This is an optimization exercise on Yosys and OpenROAD, whose aim is small area, not a production implementation. At most, simulation tests tie the RTL to the original design; equivalence was not proved. The flow treats the clock pin as an ideal source. Dropping or thinning the clock tree relies on that and would not hold on a real chip. Power and IR drop assume default switching activity.

## tele
module tele(
    input clk,
    input rst,
    input startCall,
    input answerCall,
    input endCallCaller,
    input endCallCallee,
    input sendCharCaller,
    input sendCharCallee,
    input [7:0] charSent,
    output [63:0] statusMsg,
    output [63:0] sentMsg,
    output [15:0] cost
    );
==> flow/config.mk <==
export PLATFORM = sky130hd
export DESIGN_NAME = tele
export DESIGN_NICKNAME = tele
export VERILOG_FILES = /design/flow/design.v
export SDC_FILE = /design/flow/constraint.sdc
export NUM_CORES = 4
export LEC_CHECK = 0
export CAP_MARGIN = 20
export CORE_AREA = 5 5 105 105
export DIE_AREA = 0 0 110 110
export SLEW_MARGIN = 20
==> flow/constraint.sdc <==
create_clock -name core_clock -period 5.0 [get_ports {clk}]
set_input_delay 1.0000 -clock core_clock [delete_from_list [all_inputs] [get_ports {clk}]]
set_output_delay 1.0000 -clock core_clock [all_outputs]
set_load 0.01 [all_outputs]
standard.sh (not shown) runs the stock make flow with config.mk's settings and CLKGATE_MAP_FILE= SYNTH_SCRIPT=/design/flow/synth_recipe.tcl, a recipe that flattens the netlist after the stock synthesis.
==> flow/flow/run.sh <==
#!/bin/bash
# The standard ORFS layout (the standard.sh) with these changes:
#  - synthesis maps the logic with an area-oriented ABC script (flow/abc_area.script);
#    the rest of the synthesis, and so every register, is as in the standard one
#  - every port gets the smallest buffer (buf_1)
#  - the clock tree is flow/manual_cts.tcl: the flip-flops split by placement
#    into 3 groups, each driven by one clkbuf_16 fed from the clock port
#  - constant outputs share their tie cells
# Each step's full output is in orfs/logs/; make's own output in make_flow.log.
set -euo pipefail
here=$(pwd)
rm -rf "$here/scripts"
cp -r "$FLOW_HOME/scripts" "$here/scripts"
cp "$here/flow/abc_area.script" "$here/scripts/abc_area.script"
cp "$here/flow/abc_area.script" "$here/scripts/abc_speed.script"
python3 - "$here/scripts/cts.tcl" "$here/flow/manual_cts.tcl" <<'PY'
import sys
p, m = sys.argv[1], sys.argv[2]
s = open(p).read()
old = "log_cmd clock_tree_synthesis {*}$cts_args"
assert s.count(old) == 1
s = s.replace(old, "source " + m)
open(p, "w").write(s)
PY
export SCRIPTS_DIR="$here/scripts"
export BUFFER_PORTS_ARGS="-buffer_cell sky130_fd_sc_hd__buf_1"
export MCTS_N=3
export MCTS_BUF=sky130_fd_sc_hd__clkbuf_16
export SKIP_REPAIR_TIE_FANOUT=1
bash standard.sh > make_flow.log 2>&1
==> flow/flow/manual_cts.tcl <==
# A small clock tree: the flip-flops are split by placement into MCTS_N groups
# of about equal size (halving along x, then y, ...); each group gets one
# clock buffer at its centre, driven straight from the clock port.
set mcts_n [expr {[info exists ::env(MCTS_N)] ? $::env(MCTS_N) : 4}]
set mcts_buf [expr {[info exists ::env(MCTS_BUF)] ? $::env(MCTS_BUF) : "sky130_fd_sc_hd__clkbuf_8"}]
set block [ord::get_db_block]
set db [ord::get_db]
set clk_port [$block findBTerm clk]
set clknet [$clk_port getNet]
set sinks {}
foreach it [$clknet getITerms] {
  set inst [$it getInst]
  set bb [$inst getBBox]
  lappend sinks [list $it [expr {([$bb xMin] + [$bb xMax]) / 2}] [expr {([$bb yMin] + [$bb yMax]) / 2}]]
}
puts "manual CTS: [llength $sinks] sinks, $mcts_n groups of $mcts_buf"
proc mcts_split {items n axis} {
  if {$n <= 1} { return [list $items] }
  set idx [expr {$axis == 0 ? 1 : 2}]
  set s [lsort -integer -index $idx $items]
  set n1 [expr {$n / 2}]
  set k [expr {int(round(double([llength $s]) * $n1 / $n))}]
  set a [lrange $s 0 [expr {$k - 1}]]
  set b [lrange $s $k end]
  return [concat [mcts_split $a $n1 [expr {1 - $axis}]] [mcts_split $b [expr {$n - $n1}] [expr {1 - $axis}]]]
}
set die [$block getDieArea]
set axis [expr {[$die dx] >= [$die dy] ? 0 : 1}]
set groups [mcts_split $sinks $mcts_n $axis]
set master [$db findMaster $mcts_buf]
set i 0
foreach g $groups {
  set sx 0; set sy 0
  foreach s $g { set sx [expr {$sx + [lindex $s 1]}]; set sy [expr {$sy + [lindex $s 2]}] }
  set cx [expr {$sx / [llength $g]}]; set cy [expr {$sy / [llength $g]}]
  set inst [odb::dbInst_create $block $master "clkbuf_m_$i"]
  set net [odb::dbNet_create $block "clknet_m_$i"]
  $net setSigType CLOCK
  foreach s $g {
    set it [lindex $s 0]
    $it disconnect
    $it connect $net
  }
  [$inst findITerm X] connect $net
  [$inst findITerm A] connect $clknet
  $inst setLocation [expr {$cx - [$master getWidth] / 2}] [expr {$cy - [$master getHeight] / 2}]
  $inst setPlacementStatus PLACED
  puts "manual CTS: group $i has [llength $g] sinks, buffer at ($cx, $cy)"
  incr i
}
$clknet setSigType CLOCK
set_propagated_clock [all_clocks]
Other scripts of this flow, unchanged in this note and not shown: flow/flow/abc_area.script
Next try:
--- a/flow/flow/run.sh
+++ b/flow/flow/run.sh
@@ -5,6 +5,8 @@
 #  - every port gets the smallest buffer (buf_1)
 #  - the clock tree is flow/manual_cts.tcl: the flip-flops split by placement
-#    into 3 groups, each driven by one clkbuf_16 fed from the clock port
+#    into 4 groups, each driven by one clkbuf_8 fed from the clock port
 #  - constant outputs share their tie cells
+#  - no timing repair before placement (REMOVE_ABC_BUFFERS=1; ABC adds no buffers)
+#  - after global routing, gates off the critical paths are downsized (RECOVER_POWER=100)
 # Each step's full output is in orfs/logs/; make's own output in make_flow.log.
 set -euo pipefail
@@ -25,6 +27,8 @@
 export SCRIPTS_DIR="$here/scripts"
 export BUFFER_PORTS_ARGS="-buffer_cell sky130_fd_sc_hd__buf_1"
-export MCTS_N=3
-export MCTS_BUF=sky130_fd_sc_hd__clkbuf_16
+export MCTS_N=4
+export MCTS_BUF=sky130_fd_sc_hd__clkbuf_8
 export SKIP_REPAIR_TIE_FANOUT=1
+export REMOVE_ABC_BUFFERS=1
+export RECOVER_POWER=100
 bash standard.sh > make_flow.log 2>&1
CAP_MARGIN = 0   (was 20)
CORE_AREA = 5 5 85 85   (was 5 5 105 105)
DIE_AREA = 0 0 90 90   (was 0 0 110 110)
SLEW_MARGIN = 0   (was 20)
Outcome: Now the flow completed and failed the layout checks on max-capacitance violations, max-slew violations. Power falls by a few percent. Setup slack degrades by 0.086 ns. Sequential share of layout area rose by 1.8 points. Die area fell by a quarter to a third.
No run of this note takes its clock network from TritonCTS; it comes from the design's own scripts or RTL.

* * *

The RTL this note starts from:
==> flow/design.v <==
`timescale 1ns / 1ps
module tele(
    input clk,
    input rst,
    input startCall,
    input answerCall,
    input endCallCaller,
    input endCallCallee,
    input sendCharCaller,
    input sendCharCallee,
    input [7:0] charSent,
    output [63:0] statusMsg,
    output [63:0] sentMsg,
    output [15:0] cost
    );
reg s0, s1, s2;
reg [3:0] cnt;
reg [15:0] cost_r;
reg [55:0] msg;      
wire idle   = ~s2 & ~s0;
wire ring   = s2 & s1;
wire rej    = ~s2 & s1;
wire talk   = s0 & ~s1;           
wire callee = s2 & s0 & ~s1;
wire caller = ~s2 & s0 & ~s1;
wire cst    = s2 & ~s0;
wire valid = ~charSent[7] & (charSent[6] | charSent[5]);
wire digit = ~charSent[7] & ~charSent[6] & charSent[5] & charSent[4] &
             (~charSent[3] | (~charSent[2] & ~charSent[1]));
wire is127 = (charSent == 8'd127);
wire sendok = talk & (s2 ? sendCharCallee : sendCharCaller);
wire shift  = sendok & valid;
wire inc1   = sendok & digit;             
wire inc2   = shift & ~digit;             
wire hangup = endCallCaller | endCallCallee;
wire cnt9 = cnt[3] & cnt[0];
wire cnt4 = cnt[2];
reg n0, n1, n2;
always @* begin
    n0 = s0; n1 = s1; n2 = s2;
    if (idle) begin
        if (startCall) begin n0 = 1; n1 = 1; n2 = 1; end
    end else if (ring) begin
        if (endCallCaller | cnt9) begin n0 = 0; n1 = 0; n2 = 0; end
        else if (endCallCallee) begin n0 = 1; n1 = 1; n2 = 0; end
        else if (answerCall) begin n0 = 1; n1 = 0; n2 = 0; end
    end else if (rej) begin
        if (cnt9) begin n0 = 0; n1 = 0; n2 = 0; end
    end else if (talk) begin
        if (hangup) begin n0 = 0; n1 = 0; n2 = 1; end
        else if (sendok & is127) n2 = ~s2;
    end else begin  
        if (cnt4) begin n0 = 0; n1 = 0; n2 = 0; end
    end
end
always @(posedge clk or posedge rst)
    if (rst) begin
        s0 <= 1'b0; s1 <= 1'b0; s2 <= 1'b0;
    end else begin
        s0 <= n0; s1 <= n1; s2 <= n2;
    end
wire cnt_run = (ring & ~endCallCallee) | rej | cst;
wire [3:0] cnt_inc = {cnt[3] ^ (cnt[2] & cnt[1] & cnt[0]),
                      cnt[2] ^ (cnt[1] & cnt[0]),
                      cnt[1] ^ cnt[0],
                      ~cnt[0]};
always @(posedge clk)
    cnt <= cnt_run ? cnt_inc : 4'd0;
wire [16:0] cy;
assign cy[1] = inc2 | (inc1 & cost_r[0]);
genvar gi;
generate
    for (gi = 1; gi < 16; gi = gi + 1) begin : g_cy
        assign cy[gi+1] = cy[gi] & cost_r[gi];
    end
endgenerate
wire [15:0] cost_n;
assign cost_n[0] = cost_r[0] ^ inc1;
assign cost_n[15:1] = cost_r[15:1] ^ cy[15:1];
function [6:0] hex7;
    input [3:0] n;
    reg ge10;
    begin
        ge10 = n[3] & (n[2] | n[1]);
        hex7 = ge10 ? {3'b100, n + 4'd7} : {3'b011, n};
    end
endfunction
wire [27:0] hexlo = {hex7(cost_r[15:12]), hex7(cost_r[11:8]),
                     hex7(cost_r[7:4]), hex7(cost_r[3:0])};
wire [27:0] hexhi = {4{7'h30}};
wire hold = ~(shift | cst);
wire [55:0] msg_n = ({56{shift}} & {msg[48:0], charSent[6:0]}) |
                    ({56{cst}}   & {hexhi, hexlo}) |
                    ({56{hold}}  & msg);
always @(posedge clk or posedge rst)
    if (rst) begin
        cost_r <= 16'd0;
        msg <= 56'd0;
    end else begin
        cost_r <= cost_n;
        msg <= msg_n;
    end
assign cost = cost_r;
genvar gb;
generate
    for (gb = 0; gb < 8; gb = gb + 1) begin : g_msg
        assign sentMsg[8*gb+7]   = 1'b0;
        assign sentMsg[8*gb+6:8*gb] = msg[7*gb+6:7*gb];
    end
endgenerate
reg [63:0] st;
always @* begin
    if (idle)        st = "IDLE    ";
    else if (ring)   st = "RINGING ";
    else if (rej)    st = "REJECTED";
    else if (caller) st = "CALLER  ";
    else if (callee) st = "CALLEE  ";
    else             st = "COST    ";
end
assign statusMsg = st;
endmodule
clock: 5.0 ns
lec_check: 0
cap_margin: 20
core_area: 5 5 105 105
die_area: 0 0 110 110
slew_margin: 20
run.sh (not shown) runs the stock make flow with config.mk's settings and CLKGATE_MAP_FILE= SYNTH_SCRIPT=/design/flow/synth_recipe.tcl, a recipe that flattens the netlist after the stock synthesis.
Stock flow here: none of the scripts above is used.
Change:
==> flow/flow/run.sh (new file) <==
#!/bin/bash
# Standard ORFS layout, with the smallest buffer on every port and a clock
# tree built from small clock buffers without dummy loads.
set -euo pipefail
export BUFFER_PORTS_ARGS="-buffer_cell sky130_fd_sc_hd__buf_1"
export CTS_ARGS="-sink_clustering_enable -repair_clock_nets -dont_use_dummy_load -buf_list {sky130_fd_sc_hd__clkbuf_2 sky130_fd_sc_hd__clkbuf_4 sky130_fd_sc_hd__clkbuf_8}"
bash standard.sh > make_flow.log 2>&1
==> flow/standard.sh (new file) <==
#!/bin/bash
# synth_recipe.tcl (not shown) runs the flow's synth.tcl, then flattens the netlist and writes it again
# the make line also repeats each setting of config.mk as NAME=value (left out here)
make -C /OpenROAD-flow-scripts/flow DESIGN_CONFIG=/design/flow/config.mk WORK_HOME=/design/flow/orfs CLKGATE_MAP_FILE= SYNTH_SCRIPT=/design/flow/synth_recipe.tcl "${@:-finish}"
removed: flow/run.sh
Result:
- The changed run finished with timing, DRC and antenna clean
- design area is lower by 17%
- critical path depth is higher by 1
- final cell count is lower by 1.6%
Function was not checked in any run of this note: the RTL went through the layout flow alone.

* * *

Another version of the RTL of tele (not shown whole).
Size: ~330 cells after synthesis, ~79 flip-flops, about 160 I/O pins, ~3700 um2 of cells after synthesis.
==> flow/config.mk <==
export PLATFORM = sky130hd
export DESIGN_NAME = tele
export DESIGN_NICKNAME = tele
export VERILOG_FILES = /design/flow/design.v
export SDC_FILE = /design/flow/constraint.sdc
export NUM_CORES = 4
export LEC_CHECK = 0
export CAP_MARGIN = 20
export CORE_AREA = 5 5 105 105
export DIE_AREA = 0 0 110 110
export PLACE_DENSITY = 0.8
export SLEW_MARGIN = 20
==> flow/constraint.sdc <==
create_clock -name core_clock -period 5.0 [get_ports {clk}]
set_input_delay 1.0000 -clock core_clock [delete_from_list [all_inputs] [get_ports {clk}]]
set_output_delay 1.0000 -clock core_clock [all_outputs]
set_load 0.01 [all_outputs]
standard.sh (not shown) runs the stock make flow with config.mk's settings and CLKGATE_MAP_FILE= SYNTH_SCRIPT=/design/flow/synth_recipe.tcl, a recipe that flattens the netlist after the stock synthesis.
==> flow/flow/run.sh <==
#!/bin/bash
# The standard ORFS layout (the standard.sh) with these changes:
#  - synthesis maps the logic with an area-oriented ABC script (flow/abc_area.script);
#    the rest of the synthesis, and so every register, is as in the standard one
#  - every port gets the smallest buffer (buf_1)
#  - the clock tree is flow/manual_cts.tcl: the flip-flops split by placement
#    into 4 groups, each driven by one clkbuf_8 fed from the clock port
#  - constant outputs share their tie cells
# Each step's full output is in orfs/logs/; make's own output in make_flow.log.
set -euo pipefail
here=$(pwd)
rm -rf "$here/scripts"
cp -r "$FLOW_HOME/scripts" "$here/scripts"
cp "$here/flow/abc_area.script" "$here/scripts/abc_area.script"
cp "$here/flow/abc_area.script" "$here/scripts/abc_speed.script"
python3 - "$here/scripts/cts.tcl" "$here/flow/manual_cts.tcl" <<'PY'
import sys
p, m = sys.argv[1], sys.argv[2]
s = open(p).read()
old = "log_cmd clock_tree_synthesis {*}$cts_args"
assert s.count(old) == 1
s = s.replace(old, "source " + m)
open(p, "w").write(s)
PY
export SCRIPTS_DIR="$here/scripts"
export BUFFER_PORTS_ARGS="-buffer_cell sky130_fd_sc_hd__buf_1"
export MCTS_N=4
export MCTS_BUF=sky130_fd_sc_hd__clkbuf_8
export SKIP_REPAIR_TIE_FANOUT=1
bash standard.sh > make_flow.log 2>&1
==> flow/flow/abc_area.script <==
strash
&get -n
&st
&dch -f
&nf -a -R 1000
&put
Scripts as last shown in full above: flow/flow/manual_cts.tcl
The baseline went through all stages and came out clean.
Edit:
--- a/flow/flow/run.sh
+++ b/flow/flow/run.sh
@@ -5,5 +5,5 @@
 #  - every port gets the smallest buffer (buf_1)
 #  - the clock tree is flow/manual_cts.tcl: the flip-flops split by placement
-#    into 4 groups, each driven by one clkbuf_8 fed from the clock port
+#    into 3 groups, each driven by one clkbuf_16 fed from the clock port
 #  - constant outputs share their tie cells
 # Each step's full output is in orfs/logs/; make's own output in make_flow.log.
@@ -25,6 +25,6 @@
 export SCRIPTS_DIR="$here/scripts"
 export BUFFER_PORTS_ARGS="-buffer_cell sky130_fd_sc_hd__buf_1"
-export MCTS_N=4
-export MCTS_BUF=sky130_fd_sc_hd__clkbuf_8
+export MCTS_N=3
+export MCTS_BUF=sky130_fd_sc_hd__clkbuf_16
 export SKIP_REPAIR_TIE_FANOUT=1
 bash standard.sh > make_flow.log 2>&1
- PLACE_DENSITY: 0.8 -> unset
After rerunning:
- The new run finished with timing, DRC and antenna clean
- die area does not change
- routed wire length fell by 1.4%
- cell area is about the same
- worst setup slack gets worse by 0.16 ns
- total power rose by 0.52%
In every run of this note, the design's own scripts or RTL, not TritonCTS, make the clock network.

## port drivers added, routing unchanged
The flow's constraints put no driver on any port. The routed layouts listed below were extracted and timed again, unchanged, in two steps.
Step 1 sets driving cells, clkbuf_16 on the clock port and buf_2 on the other inputs (assumed; they add their load-dependent delay and slew).
Step 2 adds t to the input delays and takes it off the output delays; t is the mean of the earliest and latest rising clock arrival at the registers after step 1. Input paths then give back, and output paths get back, about the clock's delay inside the block.
a / b / c = ideal ports / drivers / drivers and shift; a / b = the first two.
run | t (ns) | slack for setup (ns) | worst setup path after step 2
the first run of note 1 | 0.223 | 0.623 / 0.661 / 0.439 | input to register
the second run of note 1 | 0.232 | 0.537 / 0.579 / 0.347 | input to register
the first run of note 2 | 0.366 | 0.325 / 0.334 / -0.033 | input to register
the second run of note 2 | 0.358 | 0.662 / 0.670 / 0.312 | input to register
the first run of note 3 | 0.227 | 0.572 / 0.609 / 0.382 | input to register
the second run of note 3 | 0.218 | 0.409 / 0.445 / 0.226 | input to register
With both steps, setup timing fails in the first run of note 2, where it was met with ideal ports. The setup slack of the first run of note 2, which loses most, moves by +0.009 ns with the drivers and by -0.358 ns with both steps.
